This design comes from an exercise in tuning for small area, a short achievable clock period and few clock cycles on the open sky130 flow, not from production work. RTL that was checked went through simulation tests only; none was proved equivalent to the original. No functional check of the RTL was part of runs 5 and 9.

`design/flow/constraint.sdc`:
```
create_clock -name core_clock -period 5.0 [get_ports {CLK}]
set_input_delay 1.0000 -clock core_clock [delete_from_list [all_inputs] [get_ports {CLK}]]
set_output_delay 1.0000 -clock core_clock [all_outputs]
set_load 0.01 [all_outputs]
```
`design/flow/design.v`:
```
module SQRT(
	RST,
	CLK,
	IN_VALID,
	IN,
	OUT_VALID,
	OUT
);
input CLK;
input RST;
input [15:0] IN;
input IN_VALID;
output [11:0] OUT;
output OUT_VALID;
reg [3:0] cnt;       
reg ovalid;
reg [13:0] r;        
reg [11:0] q;        
reg [11:0] x;         
assign OUT_VALID = ovalid;
assign OUT = q;
wire busy  = |cnt;
wire start = IN_VALID & ~busy;
wire last  = (cnt == 4'd11);
function [4:0] sqrt_first;
	input [3:0] v;
	reg [1:0] qq;
	reg [2:0] rr;
	reg [4:0] w;
	integer i;
	begin
		qq = 2'd0;
		rr = 3'd0;
		for (i = 1; i >= 0; i = i - 1) begin
			w = {rr, v[2*i+1], v[2*i]};
			if (w >= {1'b0, qq, 2'b01}) begin
				rr = w - {1'b0, qq, 2'b01};
				qq = {qq, 1'b1};
			end else begin
				rr = w[2:0];
				qq = {qq, 1'b0};
			end
		end
		sqrt_first = {qq, rr};
	end
endfunction
wire [4:0] first = sqrt_first(IN[15:12]);
wire        pos = ~r[13];
wire [15:0] a   = {r, x[11:10]};
wire [15:0] op  = {{2{pos}}, q ^ {12{pos}}, 2'b11};
wire [15:0] sum = a + op;
wire        nb  = ~sum[15];
wire [11:0] qinc = q + 12'd1;
always @(posedge CLK or posedge RST) begin
	if (RST) begin
		cnt <= 4'd0;
		ovalid <= 1'b0;
	end else begin
		cnt <= start ? 4'd1 : (last ? 4'd0 : cnt + {3'd0, busy});
		ovalid <= last;
	end
end
always @(posedge CLK) begin
	if (start) begin
		r <= {11'd0, first[2:0]};
		q <= {10'd0, first[4:3]};
		x <= IN[11:0];
	end else begin
		r <= sum[13:0];
		q <= last ? (nb ? qinc : q) : {q[10:0], nb};
		x <= {x[9:0], 2'b00};
	end
end
endmodule
```
`design/flow/flow/run.sh`:
```
#!/bin/bash
set -o pipefail
export BUFFER_PORTS_ARGS="-buffer_cell sky130_fd_sc_hd__buf_1"
bash standard.sh > standard.log 2>&1
```
`design/flow/standard.sh`:
```
#!/bin/bash
# synth_recipe.tcl (not shown) runs the flow's synth.tcl, then flattens the netlist and writes it again
# the make line also repeats each setting of config.mk as NAME=value (left out here)
make -C /OpenROAD-flow-scripts/flow DESIGN_CONFIG=/design/flow/config.mk WORK_HOME=/design/flow/orfs CLKGATE_MAP_FILE= SYNTH_SCRIPT=/design/flow/synth_recipe.tcl "${@:-finish}"
```
`design/flow/config.mk`:
```
export PLATFORM = sky130hd
export DESIGN_NAME = SQRT
export DESIGN_NICKNAME = SQRT
export VERILOG_FILES = /design/flow/design.v
export SDC_FILE = /design/flow/constraint.sdc
export NUM_CORES = 4
export LEC_CHECK = 0
export CAP_MARGIN = 20
export CORE_MARGIN = 2
export CORE_UTILIZATION = 40
export SETUP_SLACK_MARGIN = 2.0
export SLEW_MARGIN = 20
```
==> results.json, run 1 <==
{
  "dr.pass1.iters": 4,
  "numCtsBuffers": 5,
  "nets": 368,
  "gp_congestion": 0.816,
  "synthesis.area_um2": 2490,
  "synth_warnings": 1,
  "tns_ns": 0,
  "drt_wl_total_um": 5380,
  "dieArea_um2": 6860,
  "place_inst": 396,
  "yosysSeqAreaShare_pct": 36.4,
  "ant_nets": 0,
  "synth_cell_type_count": 46,
  "ys.flop_type": "dfxtp_1",
  "dieWidth_um": 82.9,
  "synth-seq-cells": 43,
  "cp_data_arrival_time_ns": 2.86,
  "crit_path_start": "q[1]$_DFFE_PP_",
  "hp-start": "x[5]$_DFF_P_",
  "multiInputGateArea_um2": 1490,
  "post-route-util_pct": 47.0,
  "viasPerCell": 5.17,
  "post_drt_wl_per_cell_um": 13.3,
  "num_io_pins": 32,
  "maxSlewViolCount": 0,
  "busiest_layer": "met2",
  "antenna-diode-count": 0,
  "slew_headroom_pct": 49.3,
  "met3_usage_pct": 3.08,
  "portBuffers": 31,
  "rsz0062_at_grt": "false",
  "final_common_cell": "nand2_1",
  "dp_hpwl_um": 3910,
  "critPathKind": "register to register",
  "mostFrequentLayoutCells": "55 x nand2_1, 35 x dfxtp_1, 31 x buf_1",
  "ff2ff_path_depth": 8,
  "reg2reg_from": "q[1]$_DFFE_PP_",
  "yosysTopAreaCell": "dfxtp_1",
  "cts_tree": "done",
  "route.vias.total": 2089,
  "fillers": 612,
  "cts-root-buf": "clkbuf_8",
  "syn_inst": 298,
  "drive_gt1_share_pct": 6.08,
  "tightest_slew_ns": 0.758,
  "ff_latch_area_um2": 907,
  "antenna_found_initial": 0,
  "clockBufferDepth": 2,
  "cts.sinks": 43,
  "rows": 28,
  "die_h_um": 82.9,
  "period_share_pct": 52.6,
  "area_delta_synth_final_pct": 12.5,
  "yosysTopAreaCellShare_pct": 29.0,
  "end_kind": "register",
  "r2r_end": "q[3]$_SDFFE_PP0P_",
  "grt_use_met1_pct": 21.0,
  "worstSetupStartpointType": "register",
  "instances_no_fill": 404,
  "setup_viol": 0,
  "grt_max_degree": 32,
  "grt-ovfl-total": 0,
  "outcome": "finished clean",
  "min_path_cells": 2,
  "hold_end": "x[7]$_DFF_P_",
  "crit_fanout": 6,
  "final.min_clock_period_ns": 2.63,
  "synth_area_leaders": "dfxtp_1 29%, ha_1 11%, xnor2_1 9.5%",
  "path_clk_slew_ns": 0.09,
  "fmax_ghz": 0.380,
  "cp_data_required_time_ns": 5.23,
  "cap_violations": 0,
  "cts_setup_buffers": 0,
  "grt_usage_pct": 16.4,
  "insertion_delay_ns": 0.30,
  "htreeDepth": 2,
  "drt_drc_violations_left": 0,
  "avgSynthCellArea_um2": 8.35,
  "start_util_pct": 41.8,
  "synth-edff-count": 2,
  "hold_path_class": "register to register",
  "fin_skew_ns": 0.00539,
  "synth_nets": 338,
  "grt_pass1_wl_um": 9430,
  "synthArstFlopShare_pct": 11.6,
  "drtIter0Drc": 100,
  "grtUsageMet2_pct": 28.7,
  "grt_pass1_vias": 2061,
  "reg2reg_slack_ns": 2.37,
  "core-area_um2": 5960,
  "holdWs_ns": 0.430,
  "hold_viol": 0
}
==> critical path, stage by stage, from the launching register on <==
cell	delay, ns
edfxtp_1	0.52
xnor2_1	0.19
ha_1	0.38
o211ai_1	0.19
a211oi_2	0.30
nor3_1	0.15
o31a_1	0.32
o41ai_1	0.35
o2bb2ai_1	0.15
==> metal layers <==
metal	routed length [µm]	part of all wire, %	vias to the layer above
met4	51	0.95	0
met5	0	0	-
li1	-	-	1082
met3	178	3.3	5
met2	2570	48	31
met1	2580	48	971
==> layout make-up <==
class | instances | share of cell area (%)
flip-flops and latches | 43 | 32.4
multi-input cells | 229 | 53.4
clock buffers | 5 | 2.46
clock inverters | 3 | 1.70
inverters | 17 | 2.28
repair buffers | 32 | 4.43
well taps | 75 | 3.35
==> cells by family (layout without fill, tap and decap cells) <==
group	Yosys count	in the layout	synth area share, %
multiplexers	1	1	0.453
AO/OA/AOI/OAI	66	66	17.9
flip-flops	43	43	36.4
buffers and inverters	26	57	3.97
XOR/XNOR	32	32	11.3
AND/OR/NAND/NOR	109	109	19.5
adder cells (fa/ha/maj)	21	21	10.6
==> cell usage after synthesis, drive strengths merged, types with 2 or more instances <==
master	count
a21o	2
nor2b	2
ha	21
xnor2	27
o211ai	6
a221oi	2
buf	2
clkbuf	7
dfrtp	5
nand2b	3
nand2	55
a21oi	15
inv	16
nand4	2
or2	2
o21ai	20
nand3	10
and3	2
nor2	22
xor2	5
nor3	5
a211oi	6
edfxtp	2
dfxtp	36
a31oi	3
and2	4
a211o	2
==> stage by stage <==
step / worst slack (ns) / instance area [µm²]
2_1_floorplan: 2.21 / 2490
3_3_place_gp: 2.16 / 2680
3_5_place_dp: 2.09 / 2680
4_1_cts: 2.08 / 2790
5_1_grt: 2.17 / 2800
6_report: 2.37 / 2800
==> how the worst max path moves through the flow <==
stage | cells past startpoint | end | slack (ns)
floorplan | 10 | q[11]$_SDFFE_PP0P_ | 2.21
global placement | 8 | q[9]$_SDFFE_PP0P_ | 2.16
detailed placement | 8 | q[10]$_SDFFE_PP0P_ | 2.09
CTS | 8 | q[10]$_SDFFE_PP0P_ | 2.08
global route | 8 | q[3]$_SDFFE_PP0P_ | 2.17
finish | 8 | q[3]$_SDFFE_PP0P_ | 2.37
==> repair_timing <==
item / 4_1_cts / 5_1_grt
setup endpoints to repair: 0 / 13
endpoints found under the hold margin: 0 / 0
resized for setup: 0 / 2
hold buffers: 0 / 0
==> state kept, by name (all words and copies together), names as in the netlist <==
register	count
cnt	4
ovalid	1
q	12
r	14
x	12
Testbench counts, summed over its fixed seeds: cycles 48,008.
==> run 2, diff against run 1 <==
--- a/design/flow/config.mk
+++ b/design/flow/config.mk
@@ -8,5 +8,5 @@
 export CAP_MARGIN = 20
 export CORE_MARGIN = 2
 export CORE_UTILIZATION = 40
-export SETUP_SLACK_MARGIN = 2.0
+export SETUP_SLACK_MARGIN = 2.45
 export SLEW_MARGIN = 20
==> results.json, run 2 <==
{
  "yosysTopAreaCell": "dfxtp_1",
  "avgSynthCellArea_um2": 8.35,
  "gp_congestion": 0.796,
  "die_h_um": 82.9,
  "yosysTopAreaCellShare_pct": 29.0,
  "rows": 28,
  "start_util_pct": 41.8,
  "hold_path_class": "register to register",
  "largest_reg_flops": 14,
  "ctsHoldBuffers": 0,
  "cp_data_required_time_ns": 5.24,
  "fmax_ghz": 0.390,
  "route.vias.total": 2112,
  "grt_usage_pct": 15.0,
  "tns_ns": 0,
  "outcome": "finished clean",
  "drt_wl_total_um": 5080,
  "synth_common_cells": "55 x nand2_1, 36 x dfxtp_1, 27 x xnor2_1",
  "top_register": "r",
  "grtUsageMet2_pct": 25.0,
  "synthesis.area_um2": 2490,
  "portBuffers": 31,
  "rsz0062_at_grt": "true",
  "antenna-diode-count": 0,
  "synth_warnings": 1,
  "critPathKind": "register to register",
  "ant_nets": 0,
  "synth_nets": 338,
  "dieWidth_um": 82.9,
  "fillers": 601,
  "synth-seq-cells": 43,
  "viasPerCell": 5.13,
  "final.min_clock_period_ns": 2.57,
  "fin_skew_ns": 0.0130,
  "yosys.cell_count.top_type": "nand2_1",
  "ys.flop_type": "dfxtp_1",
  "tightest_slew_ns": 0.798,
  "area_delta_synth_final_pct": 16.4,
  "hold_viol": 0,
  "synthArstFlopShare_pct": 11.6,
  "period_share_pct": 51.3,
  "worstSetupStartpointType": "register",
  "numCtsBuffers": 5,
  "drive_gt1_share_pct": 10.7,
  "grt-ovfl-total": 0,
  "synth_cell_type_count": 46,
  "final_common_cell": "nand2_1",
  "syn_inst": 298,
  "slowest_delay_ns": 0.50,
  "reg.largest.list": "r x14, q x12, x x12",
  "cts_tree": "done",
  "cap_violations": 0,
  "synth-edff-count": 2,
  "crit_fanout": 5,
  "nets": 376,
  "dr.pass1.iters": 4,
  "crit_chain": "xnor2_1 -> ha_1 -> o211ai_1 -> a211oi_2 -> buf_4 -> nor3_4 -> o31a_1 -> or4_1 -> nand3_1",
  "grt_max_degree": 31,
  "grt_pass1_vias": 1969,
  "mostFrequentLayoutCells": "54 x nand2_1, 31 x buf_1, 30 x dfxtp_1",
  "drt_drc_violations_left": 0,
  "path_clk_slew_ns": 0.09,
  "cts-root-buf": "clkbuf_8",
  "yosysSeqAreaShare_pct": 36.4,
  "htreeDepth": 2,
  "setup_viol": 0,
  "dp_hpwl_um": 3720,
  "met3_usage_pct": 2.78,
  "grt_use_met1_pct": 20.2,
  "drtIter0Drc": 120,
  "cp_data_arrival_time_ns": 2.81,
  "insertion_delay_ns": 0.30,
  "dieArea_um2": 6860,
  "num_io_pins": 32,
  "post_drt_wl_per_cell_um": 12.3,
  "grt_pass1_wl_um": 8750,
  "core-area_um2": 5960,
  "maxSlewViolCount": 0,
  "cts.sinks": 43,
  "synth_area_leaders": "dfxtp_1 29%, ha_1 11%, xnor2_1 9.5%",
  "busiest_layer": "met2",
  "end_kind": "register",
  "antenna_found_initial": 0,
  "clockBufferDepth": 2,
  "crit_slowest_cell": "edfxtp_1",
  "slew_headroom_pct": 46.6
}
run 2: path summary, 6_finish.rpt:
check / from / endpoint / slack (ns) / cells past startpoint
setup reg to reg: q[1]$_DFFE_PP_ / q[2]$_SDFFE_PP0P_ / 2.43 / 9
min in group asynchronous: RST / cnt[3]$_DFF_PP0_ / 0.56 / 2
max in group asynchronous: RST / ovalid$_DFF_PP0_ / 4.26 / 2
hold reg to reg: x[6]$_DFF_P_ / x[8]$_DFF_P_ / 0.43 / 2
hold / removal: x[6]$_DFF_P_ / x[8]$_DFF_P_ / 0.43 / 2
setup / recovery: q[1]$_DFFE_PP_ / q[2]$_SDFFE_PP0P_ / 2.43 / 9
run 2: final cells by class:
cell class                 instances  area, µm²  share of cell area (%)
multi-input combinational        229       1530                    52.8
timing repair buffer              40        184                    6.35
clock buffer                       6       93.8                    3.24
sequential                        43        916                    31.6
inverter                          17       63.8                    2.20
tap                               75       93.8                    3.24
clock inverter                     2       16.3                   0.562
run 2: cell families (layout without fill, tap and decap cells):
kind of cell / count (synthesis) / after routing / share of synthesized area, %
AOI/OAI and AO/OA: 66 / 66 / 17.9
xor gates and xnor gates: 32 / 32 / 11.3
adders and majority gates: 21 / 21 / 10.6
buffers and inverters: 26 / 65 / 3.97
DFF: 43 / 43 / 36.4
muxes: 1 / 1 / 0.453
and+or+nand+nor: 109 / 109 / 19.5
run 2: metal layers:
| metal | wire, µm | vias to the layer above |
|---|---|---|
| met1 | 2460 | 947 |
| li1 | - | 1103 |
| met2 | 2320 | 57 |
| met5 | 0 | - |
| met4 | 40 | 0 |
| met3 | 267 | 5 |
run 2: per-stage QoR:
step           std cells  cell area [µm²]  worst slack (ns)  utilization, %  hold slack [ns]
6_report             412             2900              2.43            48.6            0.427
5_1_grt              412             2900              2.35            48.6            0.453
4_1_cts              404             2800              2.45            46.9            0.428
3_5_place_dp         396             2680              2.19            45.0            0.405
3_3_place_gp         396             2680              2.28            45.0            0.403
2_1_floorplan        298             2500              2.50               -            0.399
run 2: timing repair:
item,4_1_cts,5_1_grt
setup endpoints to repair,15,13
gates resized for setup,2,11
setup buffers,0,8
pin swaps,0,6
gates cloned,0,0
run 2: critical path, delay by kind of cell (launching register included):
family	cells	cell delay, ns
AOI/OAI and AO/OA	3	0.79
and+or+nand+nor	3	0.55
DFF	1	0.50
adders and majority gates	1	0.32
xor gates and xnor gates	1	0.17
buffers and inverters	1	0.17
==> run 3, diff against run 2 <==
--- a/design/flow/config.mk
+++ b/design/flow/config.mk
@@ -8,5 +8,5 @@
 export CAP_MARGIN = 20
 export CORE_MARGIN = 2
 export CORE_UTILIZATION = 40
-export SETUP_SLACK_MARGIN = 2.45
+export SETUP_SLACK_MARGIN = 2.6
 export SLEW_MARGIN = 20
==> results.json, run 3 <==
{
  "outcome": "finished clean",
  "r2r_end": "q[11]$_SDFFE_PP0P_",
  "hold_path_class": "register to register",
  "ant_nets": 0,
  "crit_fanout": 11,
  "cts-root-buf": "clkbuf_8",
  "cp_data_arrival_time_ns": 2.61,
  "rsz0062_at_grt": "true",
  "largest_reg_flops": 14,
  "end_kind": "register",
  "worstSetupStartpointType": "register",
  "grt-ovfl-total": 0,
  "drtIter0Drc": 108,
  "fin_skew_ns": 0.0130,
  "crit_path_frequent_cell": "xnor2_1",
  "critPathKind": "register to register",
  "maxSlewViolCount": 0,
  "dp_hpwl_um": 3750,
  "drive_gt1_share_pct": 12.4,
  "dr.pass1.iters": 4,
  "dieWidth_um": 82.9,
  "synth_common_cells": "55 x nand2_1, 36 x dfxtp_1, 27 x xnor2_1",
  "cts_tree": "done",
  "drt_wl_total_um": 5230,
  "synthArstFlopShare_pct": 11.6,
  "grt_max_degree": 32,
  "hp-start": "x[4]$_DFF_P_",
  "synth_cell_type_count": 46,
  "ff2ff_path_depth": 9,
  "cts.sinks": 43,
  "gp_congestion": 0.866,
  "core-area_um2": 5960,
  "die_h_um": 82.9,
  "antenna-diode-count": 0,
  "hold_end": "x[6]$_DFF_P_",
  "cp_data_required_time_ns": 5.18,
  "slowest_delay_ns": 0.41,
  "slew_headroom_pct": 45.7,
  "post-route-util_pct": 49.1,
  "synth_area_leaders": "dfxtp_1 29%, ha_1 11%, xnor2_1 9.5%",
  "grt_usage_pct": 15.1,
  "grt_pass1_wl_um": 8710,
  "fillers": 609,
  "numCtsBuffers": 5,
  "synth_nets": 338,
  "drt_drc_violations_left": 0,
  "syn_inst": 298,
  "cap_violations": 0,
  "viasPerCell": 5.06,
  "post_drt_wl_per_cell_um": 12.7,
  "yosysTopAreaCellShare_pct": 29.0,
  "multiInputGateArea_um2": 1550,
  "reg2reg_from": "r[13]$_SDFF_PP0_",
  "min_path_cells": 2,
  "htreeDepth": 2,
  "area_delta_synth_final_pct": 17.6,
  "top_register": "r",
  "insertion_delay_ns": 0.30,
  "antenna_found_initial": 0,
  "ys.flop_type": "dfxtp_1",
  "crit_chain": "xnor2_1 -> ha_1 -> nand3_2 -> a211oi_4 -> buf_4 -> o21ai_4 -> a2111oi_4 -> xnor2_1 -> o22ai_1",
  "tightest_slew_ns": 0.812,
  "avgSynthCellArea_um2": 8.35,
  "yosys.cell_count.top_type": "nand2_1",
  "final_common_cell": "nand2_1",
  "start_util_pct": 41.8,
  "synth-edff-count": 2,
  "mostFrequentLayoutCells": "55 x nand2_1, 31 x buf_1, 29 x dfxtp_1",
  "final.min_clock_period_ns": 2.43,
  "hold_viol": 0,
  "synthesis.area_um2": 2490,
  "synth_warnings": 1,
  "yosysSeqAreaShare_pct": 36.4,
  "dieArea_um2": 6860,
  "tns_ns": 0,
  "path_clk_slew_ns": 0.09,
  "yosysTopAreaCell": "dfxtp_1",
  "rows": 28,
  "crit_slowest_cell": "dfxtp_4",
  "reg.largest.list": "r x14, q x12, x x12",
  "grt_pass1_vias": 1954,
  "ctsHoldBuffers": 0,
  "portBuffers": 31,
  "route.vias.total": 2089,
  "num_io_pins": 32,
  "reg2reg_slack_ns": 2.57,
  "fmax_ghz": 0.411,
  "nets": 377,
  "period_share_pct": 48.6,
  "clockBufferDepth": 2,
  "ff_latch_area_um2": 917,
  "synth-seq-cells": 43,
  "setup_viol": 0
}
run 3: cell counts after synthesis:
Identical to the previous run, type by type.
run 3: timing repair:
| action | in CTS | in global routing |
|---|---|---|
| pin swaps | 3 | 4 |
| endpoints found under the hold margin | 0 | 0 |
| resized for setup | 9 | 8 |
| setup endpoints to repair | 16 | 14 |
| setup buffers | 4 | 5 |
run 3: layout make-up:
class	count	share of cell area [%]
timing repair buffer	41	6.55
clock inverter	2	0.556
sequential	43	31.4
inverter	17	2.18
tap	75	3.21
multi-input combinational	229	52.9
clock buffer	6	3.21
run 3: cell families after synthesis:
| kind of cell | count (synthesis) | synth area share [%] |
|---|---|---|
| buffers and inverters | 26 | 3.97 |
| XOR/XNOR | 32 | 11.3 |
| flip-flops | 43 | 36.4 |
| AND/OR/NAND/NOR | 109 | 19.5 |
| adder cells (fa/ha/maj) | 21 | 10.6 |
| AO/OA/AOI/OAI | 66 | 17.9 |
| multiplexers | 1 | 0.453 |
run 3: worst max path at each step:
stage                      from            endpoint  slack, ns  cells past startpoint
2_1_floorplan  r[13]$_SDFF_PP0_   q[2]$_SDFFE_PP0P_       2.62                     10
3_3_place_gp   r[13]$_SDFF_PP0_  q[11]$_SDFFE_PP0P_       2.28                      8
5_1_grt        r[13]$_SDFF_PP0_  q[11]$_SDFFE_PP0P_       2.46                      9
4_1_cts        r[13]$_SDFF_PP0_  q[11]$_SDFFE_PP0P_       2.60                      9
3_5_place_dp   r[13]$_SDFF_PP0_   q[2]$_SDFFE_PP0P_       2.21                      8
6_report       r[13]$_SDFF_PP0_  q[11]$_SDFFE_PP0P_       2.57                      9
run 3: per-layer routing:
| metal | up-vias | GRT usage (%) | routed length (µm) |
|---|---|---|---|
| met5 | - | 0 | 0 |
| met3 | 9 | 3.08 | 185 |
| met4 | 0 | 5.37 | 90 |
| li1 | 1096 | - | - |
| met2 | 41 | 24.0 | 2380 |
| met1 | 943 | 20.4 | 2580 |
run 3: critical path, delay by kind of cell, from the launching register on:
| family | cells | cell delay (ns) |
|---|---|---|
| adder cells (fa/ha/maj) | 1 | 0.38 |
| flip-flops | 1 | 0.41 |
| AND/OR/NAND/NOR | 1 | 0.19 |
| AO/OA/AOI/OAI | 4 | 0.88 |
| XOR/XNOR | 2 | 0.30 |
| buffers and inverters | 1 | 0.17 |
run 3: metrics by stage:
stage / worst slack [ns] / hold slack [ns] / instances / area, µm²
finish: 2.57 / 0.429 / 413 / 2920
global placement: 2.28 / 0.404 / 396 / 2690
detailed placement: 2.21 / 0.410 / 396 / 2690
floorplan: 2.62 / 0.399 / 298 / 2510
CTS: 2.60 / 0.432 / 408 / 2850
global route: 2.46 / 0.446 / 413 / 2920
==> run 4, diff against run 3 <==
--- a/design/flow/config.mk
+++ b/design/flow/config.mk
@@ -8,5 +8,5 @@
 export CAP_MARGIN = 20
 export CORE_MARGIN = 2
 export CORE_UTILIZATION = 40
-export SETUP_SLACK_MARGIN = 2.6
+export SETUP_SLACK_MARGIN = 2.3
 export SLEW_MARGIN = 20
==> results.json, run 4 <==
{
  "synthesis.area_um2": 2490,
  "start_util_pct": 41.8,
  "final_common_cell": "nand2_1",
  "final.min_clock_period_ns": 2.48,
  "ys.flop_type": "dfxtp_1",
  "ff_latch_area_um2": 911,
  "yosysTopAreaCellShare_pct": 29.0,
  "rows": 28,
  "dr.pass1.iters": 4,
  "cts_tree": "done",
  "rsz0062_at_grt": "false",
  "synth_area_leaders": "dfxtp_1 29%, ha_1 11%, xnor2_1 9.5%",
  "critPathKind": "register to register",
  "clockBufferDepth": 2,
  "setup_viol": 0,
  "nets": 370,
  "multiInputGateArea_um2": 1490,
  "hold_path_class": "register to register",
  "maxSlewViolCount": 0,
  "path_clk_slew_ns": 0.09,
  "cap_violations": 0,
  "cts-root-buf": "clkbuf_8",
  "yosys.cell_count.top_type": "nand2_1",
  "dieWidth_um": 82.9,
  "top_register": "r",
  "largest_reg_flops": 14,
  "post-route-util_pct": 46.9,
  "die_h_um": 82.9,
  "synth-seq-cells": 43,
  "tns_ns": 0,
  "drive_gt1_share_pct": 6.95,
  "synth_cell_type_count": 46,
  "drt_wl_total_um": 5130,
  "tightest_slew_ns": 0.789,
  "avgSynthCellArea_um2": 8.35,
  "numCtsBuffers": 5,
  "yosysTopAreaCell": "dfxtp_1",
  "post_drt_wl_per_cell_um": 12.6,
  "drt_drc_violations_left": 0,
  "outcome": "finished clean",
  "synth_warnings": 1,
  "ant_nets": 0,
  "synthArstFlopShare_pct": 11.6,
  "place_inst": 396,
  "dieArea_um2": 6860,
  "syn_inst": 298,
  "grt_usage_pct": 15.6,
  "core-area_um2": 5960,
  "mostFrequentLayoutCells": "55 x nand2_1, 34 x dfxtp_1, 31 x buf_1",
  "fin_skew_ns": 0.00683,
  "cp_data_arrival_time_ns": 2.72,
  "grt_pass1_wl_um": 8960,
  "holdWs_ns": 0.423,
  "end_kind": "register",
  "crit_fanout": 7,
  "grt-ovfl-total": 0,
  "synth_nets": 338,
  "period_share_pct": 49.6,
  "cts.sinks": 43,
  "worstSetupStartpointType": "register",
  "route.vias.total": 2037,
  "drtIter0Drc": 132,
  "viasPerCell": 5.02,
  "fillers": 616,
  "portBuffers": 31,
  "antenna_found_initial": 0,
  "hold_viol": 0,
  "grt_pass1_vias": 1973,
  "synth_common_cells": "55 x nand2_1, 36 x dfxtp_1, 27 x xnor2_1",
  "area_delta_synth_final_pct": 12.3,
  "grt_max_degree": 32,
  "ctsHoldBuffers": 0,
  "slew_headroom_pct": 47.2,
  "fmax_ghz": 0.403,
  "yosysSeqAreaShare_pct": 36.4,
  "gp_congestion": 0.836,
  "insertion_delay_ns": 0.30,
  "htreeDepth": 2,
  "reg.largest.list": "r x14, q x12, x x12",
  "cp_data_required_time_ns": 5.24,
  "synth-edff-count": 2,
  "num_io_pins": 32,
  "instances_no_fill": 406,
  "dp_hpwl_um": 3730,
  "antenna-diode-count": 0
}
## run 4: changes by cell type in the layout (fill, tap and decap cells not counted), moves of 2 or more
cell     delta
nor3_1      +2
dfxtp_2     -5
buf_4       -7
dfxtp_1     +5
nor3_2      -2
## run 4: worst paths after layout
check,depth (start not counted),slack (ns),start,endpoint
setup / recovery,8,2.52,q[4]$_SDFFE_PP0P_,q[2]$_SDFFE_PP0P_
hold / removal,2,0.42,x[0]$_SDFF_PN0_,x[2]$_DFF_P_
setup reg to reg,8,2.52,q[4]$_SDFFE_PP0P_,q[2]$_SDFFE_PP0P_
hold reg to reg,2,0.42,x[0]$_SDFF_PN0_,x[2]$_DFF_P_
max in group asynchronous,2,4.27,RST,cnt[3]$_DFF_PP0_
min in group asynchronous,2,0.56,RST,ovalid$_DFF_PP0_
## run 4: logic make-up (layout without fill, tap and decap cells)
kind of cell | count (synthesis) | count (layout) | synth area share, %
xor gates and xnor gates | 32 | 32 | 11.3
AOI/OAI and AO/OA | 66 | 66 | 17.9
and+or+nand+nor | 109 | 109 | 19.5
DFF | 43 | 43 | 36.4
buffers and inverters | 26 | 59 | 3.97
adders and majority gates | 21 | 21 | 10.6
muxes | 1 | 1 | 0.453
## run 4: worst max-delay path, stage by stage, from the launching register on
cell and delay (ns):
dfxtp_1 0.48, xnor2_1 0.15, ha_1 0.39, nand4_2 0.15
a211oi_2 0.29, nor3_1 0.13, o31a_1 0.32, or4_1 0.42
nand3_1 0.09
## run 4: through the flow
step | area, µm² | setup slack [ns]
3_3_place_gp | 2680 | 2.27
2_1_floorplan | 2490 | 2.43
3_5_place_dp | 2680 | 2.19
4_1_cts | 2770 | 2.41
6_report | 2790 | 2.52
5_1_grt | 2790 | 2.32
## run 4: final cells by class
type,instances,share of cell area [%]
clock buffers,5,2.46
inverters,17,2.28
repair buffers,34,4.97
flip-flops and latches,43,32.6
multi-input cells,229,53.5
well taps,75,3.36
clock inverters,3,0.806
## run 4: metal layers
metal,routed length (µm),track usage (%),vias to the layer above,share of wire (%)
li1,-,-,1090,-
met3,200,2.98,5,3.9
met5,0,0,-,0
met1,2560,21.7,900,50
met2,2330,25.2,42,45
met4,38,3.13,0,0.74
## run 4: repair_timing
| item | CTS | global route |
|---|---|---|
| endpoints found under the setup margin | 12 | 9 |
| buffers inserted | 0 | 2 |
| cloned | 0 | 0 |
| resized for setup | 1 | 2 |
==> run 5, diff against run 4 <==
--- a/design/flow/design.v
+++ b/design/flow/design.v
@@ -61,7 +61,7 @@
 	end
 end
 always @(posedge CLK) begin
-	if (start) begin
+	if (~busy) begin
 		r <= {11'd0, first[2:0]};
 		q <= {10'd0, first[4:3]};
 		x <= IN[11:0];
==> results.json, run 5 <==
{
  "core-area_um2": 5990,
  "dr.pass1.iters": 4,
  "dp_hpwl_um": 3770,
  "yosysTopAreaCellShare_pct": 28.8,
  "drt_wl_total_um": 5280,
  "crit_fanout": 10,
  "rsz0062_at_grt": "false",
  "final_common_cell": "nand2_1",
  "critPathKind": "register to register",
  "synth_warnings": 1,
  "grt_max_degree": 35,
  "cts.sinks": 43,
  "synthXorXnorAreaFrac_pct": 10.1,
  "portBuffers": 31,
  "start_util_pct": 41.8,
  "busiest_layer": "met2",
  "grtUsageMet2_pct": 25.7,
  "mostFrequentLayoutCells": "50 x nand2_1, 32 x dfxtp_1, 31 x buf_1",
  "synth_top_family_by_area": "compound AO/OA/AOI/OAI gates",
  "cp_data_required_time_ns": 5.17,
  "dieWidth_um": 83.1,
  "outcome": "finished clean",
  "reg.largest.list": "r x14, q x12, x x12",
  "grt_pass1_vias": 1945,
  "grt-ovfl-total": 0,
  "antenna-diode-count": 0,
  "yosysSeqAreaShare_pct": 36.2,
  "path_clk_slew_ns": 0.09,
  "end_kind": "register",
  "setup_viol": 0,
  "synth-edff-count": 2,
  "yosysTopAreaCell": "dfxtp_1",
  "post_drt_wl_per_cell_um": 13.0,
  "tns_ns": 0,
  "ctsHoldBuffers": 0,
  "synthArstFlopShare_pct": 11.6,
  "num_io_pins": 32,
  "synth_nets": 340,
  "die_h_um": 83.1,
  "cts-root-buf": "clkbuf_8",
  "hold_path_class": "register to register",
  "clockBufferDepth": 2,
  "route.vias.total": 2135,
  "synth_cell_type_count": 51,
  "grt_usage_pct": 15.3,
  "cap_violations": 0,
  "final.min_clock_period_ns": 2.55,
  "synthesis.area_um2": 2500,
  "syn_inst": 301,
  "ant_nets": 0,
  "synthMuxAreaShare_pct": 0,
  "synth_common_cells": "50 x nand2_1, 36 x dfxtp_1, 24 x xnor2_1",
  "dp_worst_setup_slack_ns": 2.19,
  "gp_congestion": 0.856,
  "numCtsBuffers": 5,
  "fin_skew_ns": 0.00511,
  "antenna_found_initial": 0,
  "cp_data_arrival_time_ns": 2.72,
  "tightest_slew_ns": 0.746,
  "top_register": "r",
  "yosys.cell_count.top_type": "nand2_1",
  "drive_gt1_share_pct": 6.97,
  "grt_pass1_wl_um": 8670,
  "drt_drc_violations_left": 0,
  "insertion_delay_ns": 0.30,
  "synth-simple-area-share_pct": 18.1,
  "avgSynthCellArea_um2": 8.32,
  "nets": 368,
  "fin_ws_ns": 2.45,
  "area_delta_synth_final_pct": 12.8,
  "met3_usage_pct": 2.98,
  "cts_tree": "done",
  "synth-seq-cells": 43,
  "drtIter0Drc": 100,
  "synth-compound-area-share_pct": 21.1,
  "slew_headroom_pct": 50.2,
  "fin_area_um2": 2830,
  "placed_area_um2": 2680,
  "fillers": 578,
  "synthAdderAreaFrac_pct": 9.99,
  "rows": 28,
  "grt_use_met1_pct": 19.4,
  "largest_reg_flops": 14,
  "htreeDepth": 2,
  "maxSlewViolCount": 0,
  "viasPerCell": 5.27,
  "worstSetupStartpointType": "register",
  "period_share_pct": 50.9,
  "fmax_ghz": 0.393,
  "dieArea_um2": 6910,
  "synth_area_leaders": "dfxtp_1 29%, ha_1 10%, xnor2_1 8.4%",
  "ys.flop_type": "dfxtp_1",
  "hold_viol": 0
}
run 5: cell count changes after synthesis, moves of 3 or more:
cell,before,now
o21ai_1,5,1
xnor2_1,27,24
nand3_1,10,6
o211ai_1,6,2
nand2_1,55,50
clkbuf_1,7,10
a31oi_1,3,7
run 5: cell type report:
cell class	count	area, µm²	share of cell area, %
Clock buffer	5	68.8	2.43
Clock inverter	3	47.5	1.68
Inverter	18	67.6	2.39
Multi-Input combinational cell	228	1490	52.8
Sequential cell	43	913	32.3
Tap cell	75	93.8	3.32
Timing Repair Buffer	33	144	5.09
run 5: cells by family after synthesis:
kind of cell / count (synthesis)
adders and majority gates: 20
xor gates and xnor gates: 29
and+or+nand+nor: 102
buffers and inverters: 30
AOI/OAI and AO/OA: 77
DFF: 43
run 5: timing repair:
item / CTS / global route
setup buffers: 0 / 1
pin swaps: 0 / 1
endpoints found under the setup margin: 14 / 14
gates resized for setup: 1 / 5
run 5: per-layer routing:
| layer | up-vias | wire, µm |
|---|---|---|
| li1 | 1115 | - |
| met1 | 966 | 2500 |
| met2 | 48 | 2530 |
| met3 | 6 | 187 |
| met4 | 0 | 61 |
| met5 | - | 0 |
run 5: through the flow:
step | cells | hold WS, ns | util, %
2_1_floorplan | 301 | 0.399 | -
3_5_place_dp | 396 | 0.406 | 44.8
6_report | 405 | 0.426 | 47.2
3_3_place_gp | 396 | 0.404 | 44.8
5_1_grt | 405 | 0.439 | 47.2
4_1_cts | 404 | 0.429 | 46.7
run 5: path summary, 6_finish.rpt:
kind,startpoint,endpoint,slack [ns],cells past startpoint
max,q[8]$_SDFFE_PP0P_,q[5]$_SDFFE_PP0P_,2.45,8
min,x[6]$_DFF_P_,x[8]$_DFF_P_,0.43,2
max reg2reg,q[8]$_SDFFE_PP0P_,q[5]$_SDFFE_PP0P_,2.45,8
min reg2reg,x[6]$_DFF_P_,x[8]$_DFF_P_,0.43,2
max in group asynchronous,RST,cnt[3]$_DFF_PP0_,4.27,2
min in group asynchronous,RST,ovalid$_DFF_PP0_,0.55,2
run 5: worst max-delay path, cell delays in order (launching register included):
cell and delay (ns):
dfxtp_1 0.53, xnor2_1 0.15, ha_1 0.40, nand4_1 0.14
nor2_1 0.15, nand4_2 0.28, and2_4 0.29, o311ai_0 0.32
o21ai_0 0.15
==> run 6, diff against run 5 <==
--- a/design/flow/design.v
+++ b/design/flow/design.v
@@ -61,7 +61,7 @@
 	end
 end
 always @(posedge CLK) begin
-	if (~busy) begin
+	if (start) begin
 		r <= {11'd0, first[2:0]};
 		q <= {10'd0, first[4:3]};
 		x <= IN[11:0];
--- a/design/flow/config.mk
+++ b/design/flow/config.mk
@@ -8,5 +8,8 @@
 export CAP_MARGIN = 20
 export CORE_MARGIN = 2
 export CORE_UTILIZATION = 40
+export CTS_BUF_LIST = sky130_fd_sc_hd__clkbuf_16
+export CTS_CLUSTER_DIAMETER = 300
+export CTS_CLUSTER_SIZE = 60
 export SETUP_SLACK_MARGIN = 2.3
 export SLEW_MARGIN = 20
==> results.json, run 6 <==
{
  "post-route-util_pct": 47.8,
  "post_drt_wl_per_cell_um": 12.7,
  "fin_ws_ns": 2.52,
  "hp-start": "x[0]$_SDFF_PN0_",
  "clockBufferDepth": 2,
  "num_io_pins": 32,
  "multiInputGateArea_um2": 1490,
  "area_delta_synth_final_pct": 14.5,
  "wl_met2_um": 2310,
  "rows": 28,
  "start_util_pct": 41.8,
  "synth_warnings": 1,
  "grt_pass1_vias": 1976,
  "met1Wirelength_um": 2590,
  "cp_data_arrival_time_ns": 2.70,
  "grt-ovfl-total": 0,
  "critPathKind": "register to register",
  "crit_chain": "xnor2_1 -> ha_1 -> nand4_2 -> a211oi_2 -> nor3_1 -> o31a_1 -> or4_1 -> nand3_1",
  "crit_fanout": 7,
  "yosysTopAreaCellShare_pct": 29.0,
  "antenna-diode-count": 0,
  "synth_common_cells": "55 x nand2_1, 36 x dfxtp_1, 27 x xnor2_1",
  "gp_congestion": 0.836,
  "route.vias.total": 2026,
  "final_common_cell": "nand2_1",
  "grt_usage_pct": 16.0,
  "ff2ff_path_depth": 8,
  "drt_wl_total_um": 5180,
  "htreeDepth": 2,
  "fillers": 606,
  "ctsHoldBuffers": 0,
  "synthArstFlopShare_pct": 11.6,
  "r2r_end": "q[2]$_SDFFE_PP0P_",
  "largest_reg_flops": 14,
  "tightest_slew_ns": 0.787,
  "synth-seq-cells": 43,
  "crit_slowest_cell": "dfxtp_1",
  "setup_viol": 0,
  "cts_tree": "done",
  "final.min_clock_period_ns": 2.48,
  "min_path_cells": 2,
  "mostFrequentLayoutCells": "55 x nand2_1, 34 x dfxtp_1, 31 x buf_1",
  "outcome": "finished clean",
  "maxSlewViolCount": 0,
  "rsz0062_at_grt": "false",
  "critPathTopFamily": "simple AND/OR/NAND/NOR gates",
  "yosys.cell_count.top_type": "nand2_1",
  "crit_buf_inv": 0,
  "cts-root-buf": "clkbuf_16",
  "syn_inst": 298,
  "drive_gt1_share_pct": 6.95,
  "yosysSeqAreaShare_pct": 36.4,
  "dieArea_um2": 6860,
  "nets": 370,
  "dp_worst_setup_slack_ns": 2.19,
  "period_share_pct": 49.5,
  "die_h_um": 82.9,
  "ys.flop_type": "dfxtp_1",
  "numCtsBuffers": 5,
  "core-area_um2": 5960,
  "holdWs_ns": 0.416,
  "met3_length_um": 200,
  "cap_violations": 0,
  "dp_hpwl_um": 3730,
  "viasPerCell": 4.99,
  "grt_pass1_wl_um": 9050,
  "cts.sinks": 43,
  "ant_nets": 0,
  "synth_area_leaders": "dfxtp_1 29%, ha_1 11%, xnor2_1 9.5%",
  "slew_headroom_pct": 47.4,
  "top_register": "r",
  "portBuffers": 31,
  "path_clk_slew_ns": 0.07,
  "insertion_delay_ns": 0.29,
  "synth-edff-count": 2,
  "ff_latch_area_um2": 911,
  "hold_path_class": "register to register",
  "hold_viol": 0,
  "slowest_delay_ns": 0.48,
  "reg2reg_slack_ns": 2.52,
  "dr.pass1.iters": 4,
  "grt_max_degree": 32,
  "cp_data_required_time_ns": 5.23,
  "synth_nets": 338,
  "end_kind": "register",
  "dieWidth_um": 82.9,
  "yosysTopAreaCell": "dfxtp_1",
  "worstSetupStartpointType": "register",
  "avgSynthCellArea_um2": 8.35,
  "hold_end": "x[2]$_DFF_P_",
  "antenna_found_initial": 0,
  "reg.largest.list": "r x14, q x12, x x12",
  "drt_drc_violations_left": 0,
  "top_layer": "met4",
  "synthesis.area_um2": 2490,
  "reg2reg_from": "q[4]$_SDFFE_PP0P_",
  "synth_cell_type_count": 46,
  "fin_skew_ns": 0.00473,
  "drtIter0Drc": 117,
  "fmax_ghz": 0.404,
  "tns_ns": 0
}
## run 6: cell count changes in the layout (fill, tap and decap cells not counted), moves of 3 or more
cell       change
o211ai_1       +4
nand2_1        +5
o21ai_1        +4
nand3_1        +4
clkbuf_8       -5
a31oi_1        -4
clkbuf_16      +5
xnor2_1        +3
## run 6: metrics by stage
stage          cell area, µm²  instances
6_report                 2850        406
5_1_grt                  2850        406
4_1_cts                  2830        404
3_5_place_dp             2680        396
3_3_place_gp             2680        396
2_1_floorplan            2490        298
## run 6: per-layer routing
layer | global-route usage, % | up-vias
met3 | 3.28 | 7
met2 | 25.3 | 37
met4 | 5.37 | 0
met1 | 21.8 | 891
li1 | - | 1091
met5 | 0 | -
## run 6: how the worst max path moves through the flow
stage                      start                end  slack (ns)  depth (start not counted)
2_1_floorplan   r[13]$_SDFF_PP0_     q[0]$_DFFE_PP_        2.43                          9
3_3_place_gp    r[13]$_SDFF_PP0_     q[0]$_DFFE_PP_        2.27                          7
3_5_place_dp    r[13]$_SDFF_PP0_  q[2]$_SDFFE_PP0P_        2.19                          8
4_1_cts         r[13]$_SDFF_PP0_  q[2]$_SDFFE_PP0P_        2.43                          8
5_1_grt        q[4]$_SDFFE_PP0P_  q[2]$_SDFFE_PP0P_        2.31                          8
6_report       q[4]$_SDFFE_PP0P_  q[2]$_SDFFE_PP0P_        2.52                          8
## run 6: repair_timing
| item | CTS | global route |
|---|---|---|
| endpoints found under the setup margin | 12 | 9 |
| gates resized for setup | 1 | 2 |
| buffers inserted | 0 | 2 |
| pin swaps | 0 | 0 |
## run 6: area by class of cell
class | count | share of cell area (%)
Inverter | 17 | 2.24
Clock buffer | 5 | 4.39
Timing Repair Buffer | 34 | 4.87
Tap cell | 75 | 3.29
Sequential cell | 43 | 32.0
Clock inverter | 3 | 0.791
Multi-Input combinational cell | 229 | 52.4
## run 6: worst register-to-register path, cell delays in order (launching register included)
cell and delay, ns:
dfxtp_1 0.48, xnor2_1 0.15, ha_1 0.39, nand4_2 0.15, a211oi_2 0.29, nor3_1 0.13, o31a_1 0.32, or4_1 0.42
nand3_1 0.09
## run 6: kinds of logic after synthesis
family / after synthesis / share of synthesized area, %
flops: 43 / 36.4
buf+inv: 26 / 3.97
fa+ha+maj: 21 / 10.6
simple gates: 109 / 19.5
mux: 1 / 0.453
xor+xnor: 32 / 11.3
compound gates: 66 / 17.9
Testbench counts of run 6, summed over its fixed seeds: cycles 48,008.
==> run 7, diff against run 6 <==
--- a/design/flow/config.mk
+++ b/design/flow/config.mk
@@ -8,8 +8,8 @@
 export CAP_MARGIN = 20
 export CORE_MARGIN = 2
 export CORE_UTILIZATION = 40
-export CTS_BUF_LIST = sky130_fd_sc_hd__clkbuf_16
-export CTS_CLUSTER_DIAMETER = 300
-export CTS_CLUSTER_SIZE = 60
+export CTS_BUF_LIST = sky130_fd_sc_hd__clkbuf_8
+export CTS_CLUSTER_DIAMETER = 200
+export CTS_CLUSTER_SIZE = 30
 export SETUP_SLACK_MARGIN = 2.3
 export SLEW_MARGIN = 20
==> results.json, run 7 <==
{
  "outcome": "finished clean",
  "final.min_clock_period_ns": 2.48,
  "path_clk_slew_ns": 0.09,
  "hold_viol": 0,
  "setup_viol": 0,
  "drive_gt1_share_pct": 6.95,
  "grt-ovfl-total": 0,
  "num_io_pins": 32,
  "dr.pass1.iters": 4,
  "cp_data_arrival_time_ns": 2.72,
  "dp_hpwl_um": 3730,
  "antenna_found_initial": 0,
  "mostFrequentLayoutCells": "55 x nand2_1, 34 x dfxtp_1, 31 x buf_1",
  "grt_max_degree": 32,
  "cp_data_required_time_ns": 5.24,
  "rsz0062_at_grt": "false",
  "rows": 28,
  "reg.largest.list": "r x14, q x12, x x12",
  "synth_cell_type_count": 46,
  "grt_usage_pct": 15.6,
  "period_share_pct": 49.6,
  "yosys.cell_count.top_type": "nand2_1",
  "dieArea_um2": 6860,
  "syn_inst": 298,
  "gp_congestion": 0.836,
  "grt_pass1_vias": 1973,
  "htreeDepth": 2,
  "worstSetupStartpointType": "register",
  "fmax_ghz": 0.403,
  "ctsHoldBuffers": 0,
  "drt_drc_violations_left": 0,
  "largest_reg_flops": 14,
  "avgSynthCellArea_um2": 8.35,
  "viasPerCell": 5.02,
  "drtIter0Drc": 132,
  "yosysTopAreaCellShare_pct": 29.0,
  "synth-edff-count": 2,
  "hold_path_class": "register to register",
  "route.vias.total": 2037,
  "tns_ns": 0,
  "ant_nets": 0,
  "top_register": "r",
  "holdWs_ns": 0.423,
  "final_common_cell": "nand2_1",
  "core-area_um2": 5960,
  "synth_common_cells": "55 x nand2_1, 36 x dfxtp_1, 27 x xnor2_1",
  "tightest_slew_ns": 0.789,
  "start_util_pct": 41.8,
  "maxSlewViolCount": 0,
  "end_kind": "register",
  "synthesis.area_um2": 2490,
  "cts.sinks": 43,
  "ys.flop_type": "dfxtp_1",
  "portBuffers": 31,
  "area_delta_synth_final_pct": 12.3,
  "post_drt_wl_per_cell_um": 12.6,
  "synth_warnings": 1,
  "cts_tree": "done",
  "antenna-diode-count": 0,
  "synth-seq-cells": 43,
  "nets": 370,
  "die_h_um": 82.9,
  "crit_fanout": 7,
  "critPathKind": "register to register",
  "slew_headroom_pct": 47.2,
  "fin_skew_ns": 0.00683,
  "numCtsBuffers": 5,
  "grt_pass1_wl_um": 8960,
  "drt_wl_total_um": 5130,
  "synth_nets": 338,
  "dieWidth_um": 82.9,
  "insertion_delay_ns": 0.30,
  "yosysSeqAreaShare_pct": 36.4,
  "placed_area_um2": 2680,
  "synth_area_leaders": "dfxtp_1 29%, ha_1 11%, xnor2_1 9.5%",
  "cap_violations": 0,
  "synthArstFlopShare_pct": 11.6,
  "cts-root-buf": "clkbuf_8",
  "clockBufferDepth": 2,
  "fin_area_um2": 2790,
  "yosysTopAreaCell": "dfxtp_1"
}
==> run 7: area by class of cell <==
type / instances / area [µm²]
fill: 616 / 3160
sequential: 43 / 911
timing repair buffer: 34 / 139
inverter: 17 / 63.8
clock inverter: 3 / 22.5
clock buffer: 5 / 68.8
multi-input combinational: 229 / 1490
tap: 75 / 93.8
==> run 7: logic make-up after synthesis <==
kind of cell | synth area share, %
xor+xnor | 11.3
simple gates | 19.5
buf+inv | 3.97
compound gates | 17.9
mux | 0.453
fa+ha+maj | 10.6
flops | 36.4
==> run 7: worst paths after layout <==
path	slack, ns	from	end	cells after the start
min	0.42	x[0]$_SDFF_PN0_	x[2]$_DFF_P_	2
max reg2reg	2.52	q[4]$_SDFFE_PP0P_	q[2]$_SDFFE_PP0P_	8
max in group asynchronous	4.27	RST	cnt[3]$_DFF_PP0_	2
min in group asynchronous	0.56	RST	ovalid$_DFF_PP0_	2
max	2.52	q[4]$_SDFFE_PP0P_	q[2]$_SDFFE_PP0P_	8
min reg2reg	0.42	x[0]$_SDFF_PN0_	x[2]$_DFF_P_	2
==> run 7: critical path, cell delays in order (launching register included) <==
cell	delay [ns]
dfxtp_1	0.48
xnor2_1	0.15
ha_1	0.39
nand4_2	0.15
a211oi_2	0.29
nor3_1	0.13
o31a_1	0.32
or4_1	0.42
nand3_1	0.09
==> run 7: per-stage QoR <==
stage	setup WS [ns]	utilization [%]	instances
floorplan	2.43	-	298
global placement	2.27	45.0	396
detailed placement	2.19	45.0	396
CTS	2.41	46.6	404
global route	2.32	46.9	406
finish	2.52	46.9	406
==> run 7: timing repair <==
action / 4_1_cts / 5_1_grt
hold endpoints to repair: 0 / 0
setup buffers: 0 / 2
setup endpoints to repair: 12 / 9
gates resized for setup: 1 / 2
==> run 7: layer usage <==
metal | GRT usage, % | vias to the layer above | wire, µm
met2 | 25.2 | 42 | 2330
met1 | 21.7 | 900 | 2560
li1 | - | 1090 | -
met3 | 2.98 | 5 | 200
met5 | 0 | - | 0
met4 | 3.13 | 0 | 38
==> run 8, diff against run 7 <==
==> design/flow/config.mk (replaced) <==
export PLATFORM = sky130hd
export DESIGN_NAME = SQRT
export DESIGN_NICKNAME = SQRT
export VERILOG_FILES = /design/flow/design.v
export SDC_FILE = /design/flow/constraint.sdc
export NUM_CORES = 4
export LEC_CHECK = 0
export CAP_MARGIN = 20
export CORE_MARGIN = 2
export CORE_UTILIZATION = 55
export PLACE_DENSITY = 0.75
export SETUP_SLACK_MARGIN = 2.3
export SLEW_MARGIN = 20
==> results.json, run 8 <==
{
  "mostFrequentLayoutCells": "55 x nand2_1, 35 x dfxtp_1, 31 x buf_1",
  "drtIter0Drc": 91,
  "cp_data_arrival_time_ns": 2.68,
  "drt_wl_total_um": 5200,
  "grt_max_degree": 20,
  "portBuffers": 31,
  "grt_pass1_vias": 2061,
  "rsz0062_at_grt": "true",
  "final_common_cell": "nand2_1",
  "cts_tree": "done",
  "yosysTopAreaCellShare_pct": 29.0,
  "fmax_ghz": 0.394,
  "synth_warnings": 1,
  "start_util_pct": 57.1,
  "top_register": "r",
  "nets": 369,
  "path_clk_slew_ns": 0.08,
  "critPathKind": "register to register",
  "setup_viol": 0,
  "tns_ns": 0,
  "maxSlewViolCount": 0,
  "rows": 24,
  "dieWidth_um": 71.3,
  "syn_inst": 298,
  "core-area_um2": 4350,
  "gp_congestion": 0.842,
  "yosys.cell_count.top_type": "nand2_1",
  "htreeDepth": 2,
  "largest_reg_flops": 14,
  "grt_pass1_wl_um": 9190,
  "drive_gt1_share_pct": 6.06,
  "worstSetupStartpointType": "register",
  "outcome": "finished clean",
  "grt_usage_pct": 22.3,
  "drt_drc_violations_left": 0,
  "cap_violations": 0,
  "synth_nets": 338,
  "fin_skew_ns": 0.00402,
  "synthesis.area_um2": 2490,
  "area_delta_synth_final_pct": 11.0,
  "clockBufferDepth": 2,
  "num_io_pins": 32,
  "crit_slowest_cell": "dfxtp_1",
  "post_drt_wl_per_cell_um": 13.6,
  "slew_headroom_pct": 46.3,
  "cts.sinks": 43,
  "die_h_um": 71.3,
  "synth_cell_type_count": 46,
  "cts-root-buf": "clkbuf_8",
  "post-route-util_pct": 63.4,
  "antenna_found_initial": 0,
  "synth-seq-cells": 43,
  "cp_data_required_time_ns": 5.14,
  "ant_nets": 0,
  "crit_chain": "xnor2_1 -> ha_1 -> a211o_1 -> nor3b_2 -> o21ai_2 -> a211oi_1 -> o21ai_0 -> a21oi_1",
  "dr.pass1.iters": 4,
  "antenna-diode-count": 0,
  "yosysSeqAreaShare_pct": 36.4,
  "hold_viol": 0,
  "holdWs_ns": 0.427,
  "ys.flop_type": "dfxtp_1",
  "slowest_delay_ns": 0.51,
  "hold_path_class": "register to register",
  "grt-ovfl-total": 0,
  "yosysTopAreaCell": "dfxtp_1",
  "synth_area_leaders": "dfxtp_1 29%, ha_1 11%, xnor2_1 9.5%",
  "numCtsBuffers": 5,
  "route.vias.total": 2137,
  "crit_fanout": 10,
  "dieArea_um2": 5080,
  "reg.largest.list": "r x14, q x12, x x12",
  "insertion_delay_ns": 0.29,
  "ctsHoldBuffers": 0,
  "final.min_clock_period_ns": 2.54,
  "period_share_pct": 50.7,
  "synth_common_cells": "55 x nand2_1, 36 x dfxtp_1, 27 x xnor2_1",
  "tightest_slew_ns": 0.803,
  "synth-edff-count": 2,
  "end_kind": "register",
  "dp_hpwl_um": 3880,
  "viasPerCell": 5.59,
  "synthArstFlopShare_pct": 11.6,
  "avgSynthCellArea_um2": 8.35
}
-- run 8: cell counts after synthesis --
No cell type changed its count.
-- run 8: final timing paths --
| kind | endpoint | depth (start not counted) | from | slack [ns] |
|---|---|---|---|---|
| min in group asynchronous | ovalid$_DFF_PP0_ | 2 | RST | 0.58 |
| max reg2reg | q[4]$_SDFFE_PP0P_ | 8 | q[3]$_SDFFE_PP0P_ | 2.46 |
| max in group asynchronous | cnt[3]$_DFF_PP0_ | 2 | RST | 4.24 |
| max | q[4]$_SDFFE_PP0P_ | 8 | q[3]$_SDFFE_PP0P_ | 2.46 |
| min | x[7]$_DFF_P_ | 2 | x[5]$_DFF_P_ | 0.43 |
| min reg2reg | x[7]$_DFF_P_ | 2 | x[5]$_DFF_P_ | 0.43 |
-- run 8: area by class of cell --
type / count / area, µm²
Clock buffer: 7 / 86.3
Tap cell: 52 / 65.1
Clock inverter: 1 / 5.00
Sequential cell: 43 / 910
Fill cell: 372 / 1590
Timing Repair Buffer: 33 / 131
Multi-Input combinational cell: 229 / 1500
Inverter: 17 / 63.8
-- run 8: critical path, delay by kind of cell (launching register included) --
family                   cells  cell delay (ns)
AO/OA/AOI/OAI                5             1.20
AND/OR/NAND/NOR              1             0.17
XOR/XNOR                     1             0.13
flip-flops                   1             0.51
adder cells (fa/ha/maj)      1             0.38
-- run 8: through the flow --
step                      instances  setup slack (ns)  cell area, µm²
final                           382              2.46            2760
after global routing            382              2.27            2760
after CTS                       381              2.45            2750
after detailed placement        373              2.24            2660
after global placement          373              2.17            2650
after floorplan                 298              2.43            2490
-- run 8: cells by family after synthesis --
logic type,Yosys count,synth area share (%)
adder cells (fa/ha/maj),21,10.6
buffers and inverters,26,3.97
AO/OA/AOI/OAI,66,17.9
AND/OR/NAND/NOR,109,19.5
flip-flops,43,36.4
multiplexers,1,0.453
XOR/XNOR,32,11.3
-- run 8: per-layer routing --
metal	global-route usage (%)	up-vias	share of wire, %
met4	4.82	0	0.62
met3	4.22	4	4.4
met5	0	-	0
li1	-	1085	-
met1	28.4	1004	45
met2	39.3	44	50
-- run 8: timing repair --
item,in CTS,in global routing
setup buffers,0,1
resized for setup,1,1
setup endpoints to repair,13,10
==> run 9, diff against run 8 <==
--- a/design/flow/design.v
+++ b/design/flow/design.v
@@ -46,10 +46,10 @@
 endfunction
 wire [4:0] first = sqrt_first(IN[15:12]);
 wire        pos = ~r[13];
-wire [15:0] a   = {r, x[11:10]};
-wire [15:0] op  = {{2{pos}}, q ^ {12{pos}}, 2'b11};
-wire [15:0] sum = a + op;
-wire        nb  = ~sum[15];
+wire [14:0] a   = {r[12:0], x[11:10]};
+wire [14:0] op  = {pos, q ^ {12{pos}}, 2'b11};
+wire [14:0] sum = a + op;
+wire        nb  = ~sum[14];
 wire [11:0] qinc = q + 12'd1;
 always @(posedge CLK or posedge RST) begin
 	if (RST) begin
--- a/design/flow/config.mk
+++ b/design/flow/config.mk
@@ -7,7 +7,6 @@
 export LEC_CHECK = 0
 export CAP_MARGIN = 20
 export CORE_MARGIN = 2
-export CORE_UTILIZATION = 55
-export PLACE_DENSITY = 0.75
+export CORE_UTILIZATION = 40
 export SETUP_SLACK_MARGIN = 2.3
 export SLEW_MARGIN = 20
==> results.json, run 9 <==
{
  "cp_data_required_time_ns": 5.24,
  "maxSlewViolCount": 0,
  "synthArstFlopShare_pct": 11.6,
  "dr.pass1.iters": 6,
  "synth_area_leaders": "dfxtp_1 28%, ha_1 11%, nand2_1 7.3%",
  "dp_hpwl_um": 3930,
  "fin_ws_ns": 2.23,
  "grt_max_degree": 30,
  "yosysTopAreaCell": "dfxtp_1",
  "viasPerCell": 5.38,
  "synthesis.area_um2": 2530,
  "rsz0062_at_grt": "true",
  "die_h_um": 83.6,
  "mostFrequentLayoutCells": "49 x nand2_1, 35 x nor2_1, 31 x buf_1",
  "gp_congestion": 0.873,
  "largest_reg_flops": 14,
  "antenna-diode-count": 0,
  "htreeDepth": 2,
  "insertion_delay_ns": 0.30,
  "synth_cell_type_count": 53,
  "hp-start": "x[5]$_DFF_P_",
  "min_path_cells": 2,
  "slew_headroom_pct": 40.0,
  "num_io_pins": 32,
  "grt_pass1_vias": 2182,
  "end_kind": "register",
  "numCtsBuffers": 5,
  "nets": 385,
  "reg.largest.list": "r x14, q x12, x x12",
  "hold_end": "x[7]$_DFF_P_",
  "area_delta_synth_final_pct": 22.3,
  "dp_worst_setup_slack_ns": 1.73,
  "fin_skew_ns": 0.00525,
  "drt_drc_violations_left": 0,
  "cts_tree": "done",
  "dieArea_um2": 6990,
  "r2r_end": "q[11]$_SDFFE_PP0P_",
  "critPathKind": "register to register",
  "ys.flop_type": "dfxtp_1",
  "yosysSeqAreaShare_pct": 35.7,
  "rows": 29,
  "synth-seq-cells": 43,
  "worstSetupStartpointType": "register",
  "final_common_cell": "nand2_1",
  "dieWidth_um": 83.6,
  "synth-edff-count": 2,
  "syn_inst": 303,
  "tns_ns": 0,
  "cts.sinks": 43,
  "core-area_um2": 6240,
  "grt_pass1_wl_um": 10000,
  "path_clk_slew_ns": 0.09,
  "drtIter0Drc": 66,
  "drive_gt1_share_pct": 16.2,
  "grt-ovfl-total": 0,
  "synth_common_cells": "49 x nand2_1, 36 x dfxtp_1, 35 x nor2_1",
  "top_register": "r",
  "setup_viol": 0,
  "antenna_found_initial": 0,
  "drt_wl_total_um": 6160,
  "reg2reg_from": "r[13]$_SDFF_PP0_",
  "tightest_slew_ns": 0.897,
  "cts-root-buf": "clkbuf_8",
  "holdWs_ns": 0.427,
  "final.min_clock_period_ns": 2.77,
  "avgSynthCellArea_um2": 8.37,
  "crit_fanout": 8,
  "hold_viol": 0,
  "ant_nets": 0,
  "synth_nets": 344,
  "yosys.cell_count.top_type": "nand2_1",
  "yosysTopAreaCellShare_pct": 28.4,
  "hold_path_class": "register to register",
  "start_util_pct": 40.6,
  "synth_warnings": 1,
  "cap_violations": 0,
  "portBuffers": 31,
  "post_drt_wl_per_cell_um": 14.6,
  "ctsHoldBuffers": 0,
  "period_share_pct": 55.4,
  "outcome": "finished clean",
  "grt_usage_pct": 17.3,
  "route.vias.total": 2270,
  "fmax_ghz": 0.361,
  "clockBufferDepth": 2,
  "cp_data_arrival_time_ns": 3.01,
  "ff2ff_path_depth": 10,
  "reg2reg_slack_ns": 2.23
}
run 9: per-stage QoR:
stage	utilization, %	instances	area [µm²]
finish	49.7	422	3100
global route	49.7	422	3100
global placement	43.2	398	2700
floorplan	-	303	2560
detailed placement	43.2	398	2700
CTS	46.9	414	2930
run 9: timing repair:
item | 4_1_cts | 5_1_grt
pin swaps | 4 | 10
resized for setup | 11 | 24
endpoints found under the setup margin | 16 | 15
endpoints found under the hold margin | 0 | 0
setup buffers | 8 | 8
run 9: per-layer routing:
metal / wire (µm) / vias up / GRT usage (%)
li1: - / 1142 / -
met1: 2740 / 1073 / 22.0
met2: 3090 / 46 / 30.0
met3: 243 / 9 / 2.97
met4: 88 / 0 / 5.13
met5: 0 / - / 0
run 9: logic make-up (layout without fill, tap and decap cells):
group	Yosys count	after routing	synth area share (%)
and+or+nand+nor	130	130	23.5
adders and majority gates	22	22	10.9
xor gates and xnor gates	26	26	8.98
DFF	43	43	35.7
buffers and inverters	25	67	4.29
muxes	1	1	0.395
AOI/OAI and AO/OA	56	56	16.2
run 9: worst max path at each step:
| stage | from | endpoint | slack (ns) | cells past startpoint |
|---|---|---|---|---|
| 2_1_floorplan | r[13]$_SDFF_PP0_ | q[10]$_SDFFE_PP0P_ | 2.13 | 13 |
| 3_3_place_gp | r[13]$_SDFF_PP0_ | q[11]$_SDFFE_PP0P_ | 1.81 | 9 |
| 3_5_place_dp | r[13]$_SDFF_PP0_ | q[11]$_SDFFE_PP0P_ | 1.73 | 9 |
| 4_1_cts | r[13]$_SDFF_PP0_ | q[10]$_SDFFE_PP0P_ | 2.27 | 10 |
| 5_1_grt | r[13]$_SDFF_PP0_ | q[8]$_SDFFE_PP0P_ | 2.16 | 10 |
| 6_report | r[13]$_SDFF_PP0_ | q[11]$_SDFFE_PP0P_ | 2.23 | 10 |
run 9: worst max-delay path: stages (launching register included):
cell and delay, ns:
dfxtp_4 0.41, buf_8 0.16, xnor2_2 0.13, ha_1 0.35, nand3_2 0.08, nor2_1 0.04
a221o_1 0.37, or3_4 0.36, a21o_4 0.26, or4_1 0.47, nand3_1 0.08
run 9: cell type report:
class	instances	area, µm²
flip-flops and latches	43	918
multi-input cells	235	1650
fillers	626	3140
repair buffers	48	251
well taps	77	96.3
clock buffers	5	68.8
inverters	11	45.0
clock inverters	3	67.6

## what the ideal ports hide
Ports are ideal in the flow. The routed layouts listed here were re-timed in OpenROAD.
Step 1 assumes that a clkbuf_16 drives the clock port and a buf_2 every other input.
Step 2 times the ports against the registers' clock, not the clock port: input delays grow and output delays shrink by t, the midpoint of the rising clock arrivals with the driver on.
a / b / c = ideal / step 1 / step 2; a / b = the first two.
run | t (ns) | setup slack, ns | worst register clock-pin slew, ns | worst slew at a driven data input, ns
run 1 | 0.322 | 2.372 / 2.372 / 2.372 | 0.09 / 0.09 | 0.03
run 2 | 0.320 | 2.433 / 2.433 / 2.433 | 0.09 / 0.09 | 0.03
run 3 | 0.317 | 2.568 / 2.568 / 2.557 | 0.09 / 0.09 | 0.03
run 4 | 0.320 | 2.521 / 2.521 / 2.521 | 0.09 / 0.09 | 0.03
run 5 | 0.328 | 2.455 / 2.455 / 2.455 | 0.09 / 0.09 | 0.03
run 6 | 0.317 | 2.525 / 2.525 / 2.525 | 0.07 / 0.07 | 0.03
run 7 | 0.320 | 2.521 / 2.521 / 2.521 | 0.09 / 0.09 | 0.03
run 8 | 0.311 | 2.464 / 2.464 / 2.463 | 0.08 / 0.08 | 0.03
run 9 | 0.328 | 2.232 / 2.232 / 2.232 | 0.09 / 0.09 | 0.04
After both steps setup and hold are still met in every run listed. For run 3, which loses most, drivers alone change the setup slack by 0.000 ns; drivers and shift together by -0.011 ns.
